This design comes from an exercise in tuning for small area on the open sky130 flow, not from production work. The RTL was checked by simulation tests, not by an equivalence proof against the original design. The clock port is modelled as an ideal driver, which makes a skipped or thinned clock tree look cheaper than it is; a real chip needs a root buffer or a tree. Power figures rest on the tool's default switching activity, not on a simulated workload.

==> inputs of fjord <==
// VgaPong
module VgaPong (
  output              io_h_sync,
  output              io_v_sync,
  output              io_r,
  output              io_g,
  output              io_b,
  input               io_advance,
  input               clk,
  input               reset
);
clock: 40.0 ns
lec_check: 0
cap_margin: 20
core_margin: 2
core_utilization: 40
slew_margin: 20
standard.sh (not shown) runs the stock make flow with config.mk's settings and CLKGATE_MAP_FILE= SYNTH_SCRIPT=/design/flow/synth_recipe.tcl, a recipe that flattens the netlist after the stock synthesis.
==> flow/flow/run.sh <==
#!/bin/bash
# Layout flow: the standard ORFS flow (standard.sh), with
#  - technology mapping in synthesis by the best of several ABC scripts,
#    without full/half adder extraction (flow/synth_abc.tcl; registers and
#    the rest of synthesis unchanged),
#  - three clock buffers in place of a clock tree (flow/pre_cts.tcl),
#  - minimum-size port buffers.
# Each tool's output goes to the ORFS logs; make's output to standard.log.
set -euo pipefail
W=$PWD
export FLOW_FLOW_DIR=$W/flow
{
  head -n 1 synth_recipe.tcl
  echo "source $W/flow/synth_abc.tcl"
  tail -n +2 synth_recipe.tcl
} > my_synth.tcl
export FLOW_CLKBUF=sky130_fd_sc_hd__clkbuf_8
export FLOW_CLK_GROUPS=3
bash standard.sh finish SYNTH_SCRIPT=$W/my_synth.tcl \
  "PRE_CTS_TCL=$W/flow/pre_cts.tcl" \
  "BUFFER_PORTS_ARGS=-buffer_cell sky130_fd_sc_hd__buf_1" > standard.log 2>&1
==> flow/flow/abc00.script <==
&get -n
&st
&deepsyn -J 150 -S 0 -T 300
&dch -f
&nf -R 1000
&put
==> flow/flow/abc01.script <==
&get -n
&st
&deepsyn -J 150 -S 1 -T 300
&dch -f
&nf -R 1000
&put
==> flow/flow/abc02.script <==
&get -n
&st
&deepsyn -J 150 -S 2 -T 300
&dch -f
&nf -R 1000
&put
==> flow/flow/abc03.script <==
&get -n
&st
&deepsyn -J 150 -S 3 -T 300
&dch -f
&nf -R 1000
&put
==> flow/flow/abc04.script <==
&get -n
&st
&deepsyn -J 150 -S 4 -T 300
&dch -f
&nf -R 1000
&put
==> flow/flow/abc05.script <==
&get -n
&st
&deepsyn -J 150 -S 5 -T 300
&dch -f
&nf -R 1000
&put
==> flow/flow/abc06.script <==
&get -n
&st
&deepsyn -J 150 -S 6 -T 300
&dch -f
&nf -R 1000
&put
==> flow/flow/abc07.script <==
&get -n
&st
&deepsyn -J 150 -S 7 -T 300
&dch -f
&nf -R 1000
&put
==> flow/flow/abc08.script <==
&get -n
&st
&deepsyn -J 150 -S 8 -T 300
&dch -f
&nf -R 1000
&put
==> flow/flow/abc09.script <==
&get -n
&st
&deepsyn -J 150 -S 9 -T 300
&dch -f
&nf -R 1000
&put
==> flow/flow/abc10.script <==
&get -n
&st
&deepsyn -J 50 -S 0 -T 300
&dch -f
&nf -R 1000
&put
==> flow/flow/abc11.script <==
&get -n
&st
&deepsyn -J 50 -S 1 -T 300
&dch -f
&nf -R 1000
&put
==> flow/flow/abc12.script <==
&get -n
&st
&deepsyn -J 50 -S 2 -T 300
&dch -f
&nf -R 1000
&put
==> flow/flow/abc13.script <==
&get -n
&st
&deepsyn -J 50 -S 3 -T 300
&dch -f
&nf -R 1000
&put
==> flow/flow/abc14.script <==
&get -n
&st
&deepsyn -J 50 -S 4 -T 300
&dch -f
&nf -R 1000
&put
==> flow/flow/abc15.script <==
&get -n
&st
&deepsyn -J 50 -S 5 -T 300
&dch -f
&nf -R 1000
&put
==> flow/flow/abc16.script <==
&get -n
&st
&deepsyn -J 50 -S 6 -T 300
&dch -f
&nf -R 1000
&put
==> flow/flow/abc17.script <==
&get -n
&st
&deepsyn -J 50 -S 7 -T 300
&dch -f
&nf -R 1000
&put
==> flow/flow/abc18.script <==
&get -n
&st
&deepsyn -J 50 -S 8 -T 300
&dch -f
&nf -R 1000
&put
==> flow/flow/abc19.script <==
&get -n
&st
&deepsyn -J 50 -S 9 -T 300
&dch -f
&nf -R 1000
&put
==> flow/flow/pre_cts.tcl <==
# Clock distribution: the registers are split into FLOW_CLK_GROUPS groups by
# position, and one clock buffer (FLOW_CLKBUF) at the centre of each group
# drives its clock pins. The clock port drives only these buffers.
set block [ord::get_db_block]
set dbu [$block getDbUnitsPerMicron]
set clk_net [$block findNet clk]
set sinks {}
foreach it [$clk_net getITerms] {
  set inst [$it getInst]
  set bb [$inst getBBox]
  set x [expr {([$bb xMin] + [$bb xMax]) / 2.0 / $dbu}]
  set y [expr {([$bb yMin] + [$bb yMax]) / 2.0 / $dbu}]
  lappend sinks [list $x $y "[$inst getName]/[[$it getMTerm] getName]"]
}
set n [llength $sinks]
set g $::env(FLOW_CLK_GROUPS)
# split into g groups of nearly equal size: sort by x into strips of whole
# groups, each strip sorted by y
set cols [expr {int(ceil(sqrt($g)))}]
set sorted [lsort -real -index 0 $sinks]
set groups {}
set done 0
set gdone 0
for {set c 0} {$c < $cols} {incr c} {
  set rows [expr {($g - $gdone) / ($cols - $c)}]
  set m [expr {int(round(double($n - $done) * $rows / ($g - $gdone)))}]
  set col [lsort -real -index 1 [lrange $sorted $done [expr {$done + $m - 1}]]]
  for {set r 0} {$r < $rows} {incr r} {
    set a [expr {int(round($r * double($m) / $rows))}]
    set b [expr {int(round(($r + 1) * double($m) / $rows)) - 1}]
    lappend groups [lrange $col $a $b]
  }
  incr done $m
  incr gdone $rows
}
# refine: balanced k-means (each group holds at most ceil(n/g) sinks)
set cap [expr {int(ceil(double($n) / $g))}]
for {set iter 0} {$iter < 20} {incr iter} {
  set centers {}
  foreach grp $groups {
    set sx 0; set sy 0
    foreach s $grp { set sx [expr {$sx + [lindex $s 0]}]; set sy [expr {$sy + [lindex $s 1]}] }
    lappend centers [list [expr {$sx / [llength $grp]}] [expr {$sy / [llength $grp]}]]
  }
  set cand {}
  set si 0
  foreach s $sinks {
    set gi 0
    foreach c $centers {
      set d [expr {abs([lindex $s 0] - [lindex $c 0]) + abs([lindex $s 1] - [lindex $c 1])}]
      lappend cand [list $d $si $gi]
      incr gi
    }
    incr si
  }
  set cand [lsort -real -index 0 $cand]
  set taken [lrepeat $n 0]
  set size [lrepeat $g 0]
  set new [lrepeat $g {}]
  foreach c $cand {
    lassign $c d si gi
    if {[lindex $taken $si] || [lindex $size $gi] >= $cap} { continue }
    lset taken $si 1
    lset size $gi [expr {[lindex $size $gi] + 1}]
    lset new $gi [concat [lindex $new $gi] [list [lindex $sinks $si]]]
  }
  set groups $new
}
set i 0
foreach grp $groups {
  set sx 0; set sy 0; set pins {}
  foreach s $grp {
    set sx [expr {$sx + [lindex $s 0]}]
    set sy [expr {$sy + [lindex $s 1]}]
    lappend pins [get_pins [lindex $s 2]]
  }
  set k [llength $grp]
  set cx [expr {$sx / $k}]
  set cy [expr {$sy / $k}]
  puts "clock buffer $i: $k sinks at ($cx, $cy)"
  insert_buffer -buffer_cell $::env(FLOW_CLKBUF) -net clk -load_pins $pins \
    -location [list $cx $cy] -buffer_name clkbuf_$i -net_name clknet_$i
  incr i
}
proc clock_tree_synthesis {args} {
  puts "clock_tree_synthesis skipped: clock buffers placed by pre_cts.tcl"
}
Other scripts of this flow, unchanged in this note and not shown: flow/flow/synth_abc.tcl
==> inputs of nickel, as changes to fjord <==
--- a/flow/design.v
+++ b/flow/design.v
@@ -12,17 +12,16 @@
   localparam [5:0] HB_OFS = 6'd14;     
   localparam [6:0] K_OFS  = 7'd3;      
   localparam [1:0] VA_OFS = 2'd1;      
   localparam [6:0] VQ_OFS = 7'd46;
   localparam [5:0] T_OFS  = 6'd4;      
   localparam [3:0] HR_OFS = 4'd4;      
   reg  [5:0] hb_r;
-  wire [5:0]  hb = hb_r ^ (6'd20 + HB_OFS);  
-  reg  [3:0]  ha_r;
-  wire [3:0]  ha = ha_r ^ 4'd15;  
+  wire [5:0]  hb = hb_r ^ HB_OFS;    
+  reg  [3:0]  ha;    
   reg         vb;    
   reg  [6:0] k1_r;
   wire [6:0]  k1 = k1_r ^ K_OFS;    
   reg  [6:0] k2_r;
   wire [6:0]  k2 = k2_r ^ K_OFS;
   reg  [1:0] va_r;
   wire [1:0]  va = va_r ^ (2'd2 + VA_OFS);    
@@ -72,40 +71,40 @@
       inc2[0] = q[0] ^ ci;
       inc2[1] = q[1] ^ (q[0] & ci);
       inc2[2] = q[1] & q[0] & ci;
     end
   endfunction
   wire [6:0]  hb_n = inc6(hb, 1'b1);
   wire [4:0]  ha_n = inc4(ha, hb_n[6]);
-  wire        h_c  = (&ha) & (hb == 6'd19 + HB_OFS);  
+  wire        h_c  = ha_n[4];                     
   wire        l2   = h_c & vb;                    
   wire [7:0]  k1_n = inc7(k1, l2);
   wire [7:0]  k2_n = inc7(k2, k1_n[7]);
   wire        tick = k2_n[7];                     
   wire [2:0]  va_n = inc2(va, l2);
   wire        fend = va_n[2] & vq[2] & vq[0] & ~vq[5] & ~vq[6];
   wire [7:0]  vq_n = inc7(vq, va_n[2]);
   wire [6:0]  s_n  = inc6(sec, tick | io_advance);
   wire [6:0]  m_n  = inc6(min, s_n[6]);
   wire [4:0]  hr_n = inc4(hr, m_n[6]);
   always @(posedge clk or posedge reset) begin
     if (reset) begin
       hb_r  <= 6'd0;
-      ha_r <= 4'd0;
+      ha  <= 4'd0;
       vb  <= 1'b0;
       k1_r  <= 7'd0;
       k2_r  <= 7'd0;
       va_r  <= 2'd0;
       vq_r  <= 7'd0;
       sec_r <= 6'd0;
       min_r <= 6'd0;
       hr_r  <= 4'd0;
     end else begin
-      hb_r  <= (hb_n[5:0] | ({6{hb_n[6]}} & HB_OFS)) ^ (6'd20 + HB_OFS);
-      ha_r <= ha_n[3:0] ^ 4'd15;
+      hb_r  <= (hb_n[5:0] | ({6{hb_n[6]}} & HB_OFS)) ^ HB_OFS;
+      ha  <= ha_n[3:0];
       vb  <= vb ^ h_c;
       k1_r  <= (k1_n[6:0] | ({7{k1_n[7]}} & K_OFS)) ^ K_OFS;
       k2_r  <= (k2_n[6:0] | ({7{k2_n[7]}} & K_OFS)) ^ K_OFS;
       va_r  <= (va_n[1:0] | {fend, va_n[2]}) ^ (2'd2 + VA_OFS);
       vq_r  <= (vq_n[6:0] | ({7{fend}} & 7'd40)) ^ VQ_OFS;
       sec_r <= (s_n[5:0]  | ({6{s_n[6]}}  & T_OFS)) ^ T_OFS;
       min_r <= (m_n[5:0]  | ({6{m_n[6]}}  & T_OFS)) ^ T_OFS;
@@ -140,36 +139,36 @@
     end
   endfunction
   wire vq_hi = ~vq[6] & ~vq[5];                   
   wire [1:0] vav = va - VA_OFS;
   wire r0 = (vav == 2'd0) & ~vb;
   wire r1 = (vav == 2'd0) & vb;
   wire b10 = ge6(hb, 10 + HB_OFS);
+  wire b13 = ge6(hb, 13 + HB_OFS);
+  wire b16 = ge6(hb, 16 + HB_OFS);
   wire b20 = ge6(hb, 20 + HB_OFS);
   wire b30 = ge6(hb, 30 + HB_OFS);
-  wire b33 = ge6(hb, 33 + HB_OFS);
-  wire b36 = ge6(hb, 36 + HB_OFS);
   wire b40 = ge6(hb, 40 + HB_OFS);
   wire [15:0] a = 16'd1 << ha;
-  wire h_sync_n = (a[15] & b36) | a[0] | (a[1] & ~b33);
+  wire h_sync_n = (a[0] & b16) | a[1] | (a[2] & ~b13);
   wire v_sync_n = eq7(vq, (2 + VQ_OFS) & 127) & (vav[1] | (vav[0] & vb));
-  wire active   = ((a[2] & b30) | (ha >= 4'd3 & ha <= 4'd14) | (a[15] & ~b20)) & (vq_hi | ge7(vq, 8 + VQ_OFS));
+  wire active   = (ha >= 4'd4 | (a[3] & b10)) & (vq_hi | ge7(vq, 8 + VQ_OFS));
   wire frame_y  = ~(vq_hi | ge7(vq, 9 + VQ_OFS)) | (eq7(vq, (9 + VQ_OFS) & 127) & ~vav[1]) | eq7(vq, (87 + VQ_OFS) & 127) | (eq7(vq, (86 + VQ_OFS) & 127) & (vav != 2'd0));
-  wire frame    = (a[2] & ~b40) | (a[15] & b10) | frame_y;
-  wire grid_x   = (a[3] & b40) | (ha >= 4'd4 & ha <= 4'd13) | (a[14] & ~b10);
+  wire frame    = (a[3] & ~b20) | (a[15] & b40) | frame_y;
+  wire grid_x   = (a[4] & b20) | (ha >= 4'd5 & ha <= 4'd13) | (a[14] & ~b40);
   wire on0      = eq7(vq, (18 + VQ_OFS) & 127) | eq7(vq, (23 + VQ_OFS) & 127) | eq7(vq, (28 + VQ_OFS) & 127) | eq7(vq, (33 + VQ_OFS) & 127) | eq7(vq, (38 + VQ_OFS) & 127) |
                   eq7(vq, (43 + VQ_OFS) & 127) | eq7(vq, (48 + VQ_OFS) & 127) | eq7(vq, (53 + VQ_OFS) & 127) | eq7(vq, (58 + VQ_OFS) & 127) | eq7(vq, (63 + VQ_OFS) & 127) |
                   eq7(vq, (68 + VQ_OFS) & 127) | eq7(vq, (73 + VQ_OFS) & 127) | eq7(vq, (78 + VQ_OFS) & 127);
   wire on1      = eq7(vq, (18 + VQ_OFS) & 127) | eq7(vq, (33 + VQ_OFS) & 127) | eq7(vq, (48 + VQ_OFS) & 127) | eq7(vq, (63 + VQ_OFS) & 127) | eq7(vq, (78 + VQ_OFS) & 127);
   wire grid     = grid_x & ((r0 & on0) | (r1 & on1));
-  wire sec_x    = a[11] | a[12];
-  wire min_x    = a[8] | a[9];
-  wire hr_x     = a[5] | a[6];
-  wire sel_s    = ha >= 4'd10;                    
-  wire sel_m    = ha >= 4'd7;                     
+  wire sec_x    = (a[11] & b30) | a[12] | (a[13] & ~b30);
+  wire min_x    = (a[8] & b30)  | a[9]  | (a[10] & ~b30);
+  wire hr_x     = (a[5] & b30)  | a[6]  | (a[7] & ~b30);
+  wire sel_s    = ha >= 4'd11;                    
+  wire sel_m    = ha >= 4'd8;                     
   wire [3:0] hv = hr - HR_OFS;
   wire [5:0] h5 = {hv, 2'b00} + {2'b00, hv} + T_OFS;
   wire [5:0] w  = sel_s ? sec : sel_m ? min : h5;
   function automatic carry7(input [6:0] a, input [6:0] b);
     integer i; reg c;
     begin
       c = 1'b0;
==> flow/flow/abc0.script (new file) <==
&get -n
&st
&deepsyn -J 50 -S 0 -T 100
&dch -f
&nf -R 1000
&put
==> flow/flow/abc1.script (new file) <==
&get -n
&st
&deepsyn -J 50 -S 1 -T 100
&dch -f
&nf -R 1000
&put
==> flow/flow/abc2.script (new file) <==
&get -n
&st
&deepsyn -J 50 -S 2 -T 100
&dch -f
&nf -R 1000
&put
==> flow/flow/abc3.script (new file) <==
&get -n
&st
&deepsyn -J 50 -S 3 -T 100
&dch -f
&nf -R 1000
&put
==> flow/flow/abc4.script (new file) <==
&get -n
&st
&deepsyn -J 50 -S 4 -T 100
&dch -f
&nf -R 1000
&put
==> flow/flow/abc5.script (new file) <==
&get -n
&st
&deepsyn -J 50 -S 5 -T 100
&dch -f
&nf -R 1000
&put
==> flow/flow/abc6.script (new file) <==
&get -n
&st
&deepsyn -J 50 -S 6 -T 100
&dch -f
&nf -R 1000
&put
==> flow/flow/abc7.script (new file) <==
&get -n
&st
&deepsyn -J 50 -S 7 -T 100
&dch -f
&nf -R 1000
&put
==> flow/flow/abc8.script (new file) <==
&get -n
&st
&deepsyn -J 50 -S 8 -T 100
&dch -f
&nf -R 1000
&put
==> flow/flow/abc9.script (new file) <==
&get -n
&st
&deepsyn -J 50 -S 9 -T 100
&dch -f
&nf -R 1000
&put
--- a/flow/flow/pre_cts.tcl
+++ b/flow/flow/pre_cts.tcl
@@ -29,47 +29,14 @@
     set a [expr {int(round($r * double($m) / $rows))}]
     set b [expr {int(round(($r + 1) * double($m) / $rows)) - 1}]
     lappend groups [lrange $col $a $b]
   }
   incr done $m
   incr gdone $rows
 }
-# refine: balanced k-means (each group holds at most ceil(n/g) sinks)
-set cap [expr {int(ceil(double($n) / $g))}]
-for {set iter 0} {$iter < 20} {incr iter} {
-  set centers {}
-  foreach grp $groups {
-    set sx 0; set sy 0
-    foreach s $grp { set sx [expr {$sx + [lindex $s 0]}]; set sy [expr {$sy + [lindex $s 1]}] }
-    lappend centers [list [expr {$sx / [llength $grp]}] [expr {$sy / [llength $grp]}]]
-  }
-  set cand {}
-  set si 0
-  foreach s $sinks {
-    set gi 0
-    foreach c $centers {
-      set d [expr {abs([lindex $s 0] - [lindex $c 0]) + abs([lindex $s 1] - [lindex $c 1])}]
-      lappend cand [list $d $si $gi]
-      incr gi
-    }
-    incr si
-  }
-  set cand [lsort -real -index 0 $cand]
-  set taken [lrepeat $n 0]
-  set size [lrepeat $g 0]
-  set new [lrepeat $g {}]
-  foreach c $cand {
-    lassign $c d si gi
-    if {[lindex $taken $si] || [lindex $size $gi] >= $cap} { continue }
-    lset taken $si 1
-    lset size $gi [expr {[lindex $size $gi] + 1}]
-    lset new $gi [concat [lindex $new $gi] [list [lindex $sinks $si]]]
-  }
-  set groups $new
-}
 set i 0
 foreach grp $groups {
   set sx 0; set sy 0; set pins {}
   foreach s $grp {
     set sx [expr {$sx + [lindex $s 0]}]
     set sy [expr {$sy + [lindex $s 1]}]
     lappend pins [get_pins [lindex $s 2]]
removed: flow/flow/abc00.script
removed: flow/flow/abc01.script
removed: flow/flow/abc02.script
removed: flow/flow/abc03.script
removed: flow/flow/abc04.script
removed: flow/flow/abc05.script
removed: flow/flow/abc06.script
removed: flow/flow/abc07.script
removed: flow/flow/abc08.script
removed: flow/flow/abc09.script
removed: flow/flow/abc10.script
removed: flow/flow/abc11.script
removed: flow/flow/abc12.script
removed: flow/flow/abc13.script
removed: flow/flow/abc14.script
removed: flow/flow/abc15.script
removed: flow/flow/abc16.script
removed: flow/flow/abc17.script
removed: flow/flow/abc18.script
removed: flow/flow/abc19.script
==> inputs of indigo, as changes to fjord <==
--- a/flow/design.v
+++ b/flow/design.v
@@ -14,15 +14,15 @@
   localparam [1:0] VA_OFS = 2'd1;      
   localparam [6:0] VQ_OFS = 7'd46;
   localparam [5:0] T_OFS  = 6'd4;      
   localparam [3:0] HR_OFS = 4'd4;      
   reg  [5:0] hb_r;
   wire [5:0]  hb = hb_r ^ (6'd20 + HB_OFS);  
   reg  [3:0]  ha_r;
-  wire [3:0]  ha = ha_r ^ 4'd15;  
+  wire [3:0]  ha = ha_r ^ 4'd0;  
   reg         vb;    
   reg  [6:0] k1_r;
   wire [6:0]  k1 = k1_r ^ K_OFS;    
   reg  [6:0] k2_r;
   wire [6:0]  k2 = k2_r ^ K_OFS;
   reg  [1:0] va_r;
   wire [1:0]  va = va_r ^ (2'd2 + VA_OFS);    
@@ -72,15 +72,15 @@
       inc2[0] = q[0] ^ ci;
       inc2[1] = q[1] ^ (q[0] & ci);
       inc2[2] = q[1] & q[0] & ci;
     end
   endfunction
   wire [6:0]  hb_n = inc6(hb, 1'b1);
   wire [4:0]  ha_n = inc4(ha, hb_n[6]);
-  wire        h_c  = (&ha) & (hb == 6'd19 + HB_OFS);  
+  wire        h_c  = (ha == 4'd0) & (hb == 6'd19 + HB_OFS);  
   wire        l2   = h_c & vb;                    
   wire [7:0]  k1_n = inc7(k1, l2);
   wire [7:0]  k2_n = inc7(k2, k1_n[7]);
   wire        tick = k2_n[7];                     
   wire [2:0]  va_n = inc2(va, l2);
   wire        fend = va_n[2] & vq[2] & vq[0] & ~vq[5] & ~vq[6];
   wire [7:0]  vq_n = inc7(vq, va_n[2]);
@@ -97,15 +97,15 @@
       va_r  <= 2'd0;
       vq_r  <= 7'd0;
       sec_r <= 6'd0;
       min_r <= 6'd0;
       hr_r  <= 4'd0;
     end else begin
       hb_r  <= (hb_n[5:0] | ({6{hb_n[6]}} & HB_OFS)) ^ (6'd20 + HB_OFS);
-      ha_r <= ha_n[3:0] ^ 4'd15;
+      ha_r <= ha_n[3:0] ^ 4'd0;
       vb  <= vb ^ h_c;
       k1_r  <= (k1_n[6:0] | ({7{k1_n[7]}} & K_OFS)) ^ K_OFS;
       k2_r  <= (k2_n[6:0] | ({7{k2_n[7]}} & K_OFS)) ^ K_OFS;
       va_r  <= (va_n[1:0] | {fend, va_n[2]}) ^ (2'd2 + VA_OFS);
       vq_r  <= (vq_n[6:0] | ({7{fend}} & 7'd40)) ^ VQ_OFS;
       sec_r <= (s_n[5:0]  | ({6{s_n[6]}}  & T_OFS)) ^ T_OFS;
       min_r <= (m_n[5:0]  | ({6{m_n[6]}}  & T_OFS)) ^ T_OFS;
@@ -145,31 +145,32 @@
   wire r1 = (vav == 2'd0) & vb;
   wire b10 = ge6(hb, 10 + HB_OFS);
   wire b20 = ge6(hb, 20 + HB_OFS);
   wire b30 = ge6(hb, 30 + HB_OFS);
   wire b33 = ge6(hb, 33 + HB_OFS);
   wire b36 = ge6(hb, 36 + HB_OFS);
   wire b40 = ge6(hb, 40 + HB_OFS);
-  wire [15:0] a = 16'd1 << ha;
+  wire [15:0] a0 = 16'd1 << ha;
+  wire [15:0] a = {a0, a0} >> 1;    
   wire h_sync_n = (a[15] & b36) | a[0] | (a[1] & ~b33);
   wire v_sync_n = eq7(vq, (2 + VQ_OFS) & 127) & (vav[1] | (vav[0] & vb));
-  wire active   = ((a[2] & b30) | (ha >= 4'd3 & ha <= 4'd14) | (a[15] & ~b20)) & (vq_hi | ge7(vq, 8 + VQ_OFS));
+  wire active   = ((a[2] & b30) | (|a[14:3]) | (a[15] & ~b20)) & (vq_hi | ge7(vq, 8 + VQ_OFS));
   wire frame_y  = ~(vq_hi | ge7(vq, 9 + VQ_OFS)) | (eq7(vq, (9 + VQ_OFS) & 127) & ~vav[1]) | eq7(vq, (87 + VQ_OFS) & 127) | (eq7(vq, (86 + VQ_OFS) & 127) & (vav != 2'd0));
   wire frame    = (a[2] & ~b40) | (a[15] & b10) | frame_y;
-  wire grid_x   = (a[3] & b40) | (ha >= 4'd4 & ha <= 4'd13) | (a[14] & ~b10);
+  wire grid_x   = (a[3] & b40) | (|a[13:4]) | (a[14] & ~b10);
   wire on0      = eq7(vq, (18 + VQ_OFS) & 127) | eq7(vq, (23 + VQ_OFS) & 127) | eq7(vq, (28 + VQ_OFS) & 127) | eq7(vq, (33 + VQ_OFS) & 127) | eq7(vq, (38 + VQ_OFS) & 127) |
                   eq7(vq, (43 + VQ_OFS) & 127) | eq7(vq, (48 + VQ_OFS) & 127) | eq7(vq, (53 + VQ_OFS) & 127) | eq7(vq, (58 + VQ_OFS) & 127) | eq7(vq, (63 + VQ_OFS) & 127) |
                   eq7(vq, (68 + VQ_OFS) & 127) | eq7(vq, (73 + VQ_OFS) & 127) | eq7(vq, (78 + VQ_OFS) & 127);
   wire on1      = eq7(vq, (18 + VQ_OFS) & 127) | eq7(vq, (33 + VQ_OFS) & 127) | eq7(vq, (48 + VQ_OFS) & 127) | eq7(vq, (63 + VQ_OFS) & 127) | eq7(vq, (78 + VQ_OFS) & 127);
   wire grid     = grid_x & ((r0 & on0) | (r1 & on1));
   wire sec_x    = a[11] | a[12];
   wire min_x    = a[8] | a[9];
   wire hr_x     = a[5] | a[6];
-  wire sel_s    = ha >= 4'd10;                    
-  wire sel_m    = ha >= 4'd7;                     
+  wire sel_s    = |a[15:10];                    
+  wire sel_m    = |a[15:7];                     
   wire [3:0] hv = hr - HR_OFS;
   wire [5:0] h5 = {hv, 2'b00} + {2'b00, hv} + T_OFS;
   wire [5:0] w  = sel_s ? sec : sel_m ? min : h5;
   function automatic carry7(input [6:0] a, input [6:0] b);
     integer i; reg c;
     begin
       c = 1'b0;
==> flow/flow/run.sh (replaced) <==
#!/bin/bash
# Layout flow: the standard ORFS flow (standard.sh), with
#  - technology mapping in synthesis by the best of several ABC scripts,
#    without full/half adder extraction (flow/synth_abc.tcl; registers and
#    the rest of synthesis unchanged),
#  - three clock buffers in place of a clock tree, one per group of nearby
#    registers, each upsized if its clock pin slew comes out high
#    (flow/pre_cts.tcl),
#  - minimum-size port buffers.
# Each tool's output goes to the ORFS logs; make's output to standard.log.
set -euo pipefail
W=$PWD
export FLOW_FLOW_DIR=$W/flow
{
  head -n 1 synth_recipe.tcl
  echo "source $W/flow/synth_abc.tcl"
  tail -n +2 synth_recipe.tcl
} > my_synth.tcl
export FLOW_CLKBUF=sky130_fd_sc_hd__clkbuf_8
export FLOW_CLK_GROUPS=3
export FLOW_CLKBUF_BIG=sky130_fd_sc_hd__clkbuf_16
export FLOW_CLK_SLEW_PS=118
bash standard.sh finish SYNTH_SCRIPT=$W/my_synth.tcl \
  "PRE_CTS_TCL=$W/flow/pre_cts.tcl" \
  "BUFFER_PORTS_ARGS=-buffer_cell sky130_fd_sc_hd__buf_1" > standard.log 2>&1
--- a/flow/flow/pre_cts.tcl
+++ b/flow/flow/pre_cts.tcl
@@ -78,10 +78,34 @@
   set cx [expr {$sx / $k}]
   set cy [expr {$sy / $k}]
   puts "clock buffer $i: $k sinks at ($cx, $cy)"
   insert_buffer -buffer_cell $::env(FLOW_CLKBUF) -net clk -load_pins $pins \
     -location [list $cx $cy] -buffer_name clkbuf_$i -net_name clknet_$i
   incr i
 }
+# Check the clock pin slews with placement parasitics; while the worst is
+# above FLOW_CLK_SLEW_PS, give the buffer that drives it the larger cell
+# FLOW_CLKBUF_BIG.
+set_propagated_clock [all_clocks]
+for {set k 0} {$k < [llength $groups]} {incr k} {
+  estimate_parasitics -placement
+  set worst 0
+  set worst_pin ""
+  foreach p [get_pins -hierarchical */CLK] {
+    set sl [get_property $p slew_max]
+    if {$sl > $worst} { set worst $sl; set worst_pin $p }
+  }
+  set worst_ps [expr {$worst * 1000.0}]
+  if {$worst_ps <= $::env(FLOW_CLK_SLEW_PS)} { break }
+  set net [get_nets -of_objects $worst_pin]
+  set drv [get_pins -of_objects $net -filter "direction==output"]
+  set buf [get_property [get_cells -of_objects $drv] name]
+  set inst [$block findInst $buf]
+  if {$inst eq "NULL" || [[$inst getMaster] getName] eq $::env(FLOW_CLKBUF_BIG)} { break }
+  puts [format "clock pin slew %.1f ps: %s becomes %s" $worst_ps $buf $::env(FLOW_CLKBUF_BIG)]
+  replace_cell $buf $::env(FLOW_CLKBUF_BIG)
+}
+puts [format "worst clock pin slew (placement estimate): %.1f ps" $worst_ps]
+unset_propagated_clock [all_clocks]
 proc clock_tree_synthesis {args} {
   puts "clock_tree_synthesis skipped: clock buffers placed by pre_cts.tcl"
 }
==> reports/metrics.yaml <==
run_status:
  status: "no timing/DRC/antenna violations"
setup_path:
  r2r_cells: 23
logic_synthesis:
  netlist_area_sq_mm: 0.00253
floorplan:
  design.core.area_sq_mm: 0.00603
  die_height_microns: 83.5
sta:
  max_freq_ghz: 0.0867
  fin_ws_ns: 28.47
power:
  swShare_pct: 24.2
placed_design:
  place_area_sq_mm: 0.00265
cells_and_area:
  multi_input_cells: 217
(the above is from nickel)
==> reports/metrics.yaml <==
cells_and_area:
  area_growth_pct: 6.48
  multi_input_cells: 212
floorplan:
  die_height_microns: 83.2
  design.core.area_sq_mm: 0.00599
  taps: 75
sta:
  fin_ws_ns: 28.88
  max_freq_ghz: 0.0899
detailed_routing:
  drtIter0Drc: 184
  dr.pass1.iters: 4
logic_synthesis:
  netlist_area_sq_mm: 0.00251
setup_path:
  crit_end: "io_r"
  r2r_cells: 20
  crit_path_top_delay_cell: "dfrtp_1"
power:
  swShare_pct: 24.2
run_status:
  status: "no timing/DRC/antenna violations"
placed_design:
  place_area_sq_mm: 0.00263
(the above is from fjord)
==> reports/metrics.yaml <==
run_status:
  status: "no timing/DRC/antenna violations"
power:
  seqPwrFrac_pct: 65.7
  swShare_pct: 24.3
floorplan:
  design.core.area_sq_mm: 0.00596
  die_height_microns: 82.9
  pin_count: 8
sta:
  max_freq_ghz: 0.0937
  finalHoldViolCount: 0
  fin_ws_ns: 29.32
placed_design:
  place_area_sq_mm: 0.00261
  place_congestion: 0.861
setup_path:
  r2r_cells: 24
logic_synthesis:
  syn_inst: 266
  netlist_area_sq_mm: 0.00249
cells_and_area:
  multi_input_cells: 206
  fin_cells: 351
global_route:
  met3_usage_pct: 1.09
detailed_routing:
  ant_nets: 0
(the above is from indigo)
No run of this note takes its clock network from TritonCTS; it comes from the design's own scripts or RTL.

## re-timing with driven ports
How much do the figures lean on ideal ports? The routed layouts below were timed once more, with nothing changed but the port constraints.
Step 1 (the two cells are an assumption about what drives the block):
set clk [get_ports {clk}]
set_driving_cell -lib_cell sky130_fd_sc_hd__clkbuf_16 $clk
set_driving_cell -lib_cell sky130_fd_sc_hd__buf_2 [delete_from_list [all_inputs] $clk]
Step 2 also shifts input and output timing later by t, the mid clock arrival at the registers, as if the neighbouring blocks saw the same clock.
Slacks: no drivers / after step 1 / after step 2; pairs: no drivers / after step 1.
run	t, ns	setup slack, ns	hold WS [ns]	worst setup path at the end
fjord	0.215	28.875 / 28.824 / 29.039	0.494 / 0.494 / 0.494	register to output
nickel	0.215	28.467 / 28.413 / 28.628	0.497 / 0.497 / 0.497	register to output
indigo	0.204	29.324 / 29.271 / 29.475	0.484 / 0.484 / 0.484	register to output
After both steps every run listed still meets setup and hold.
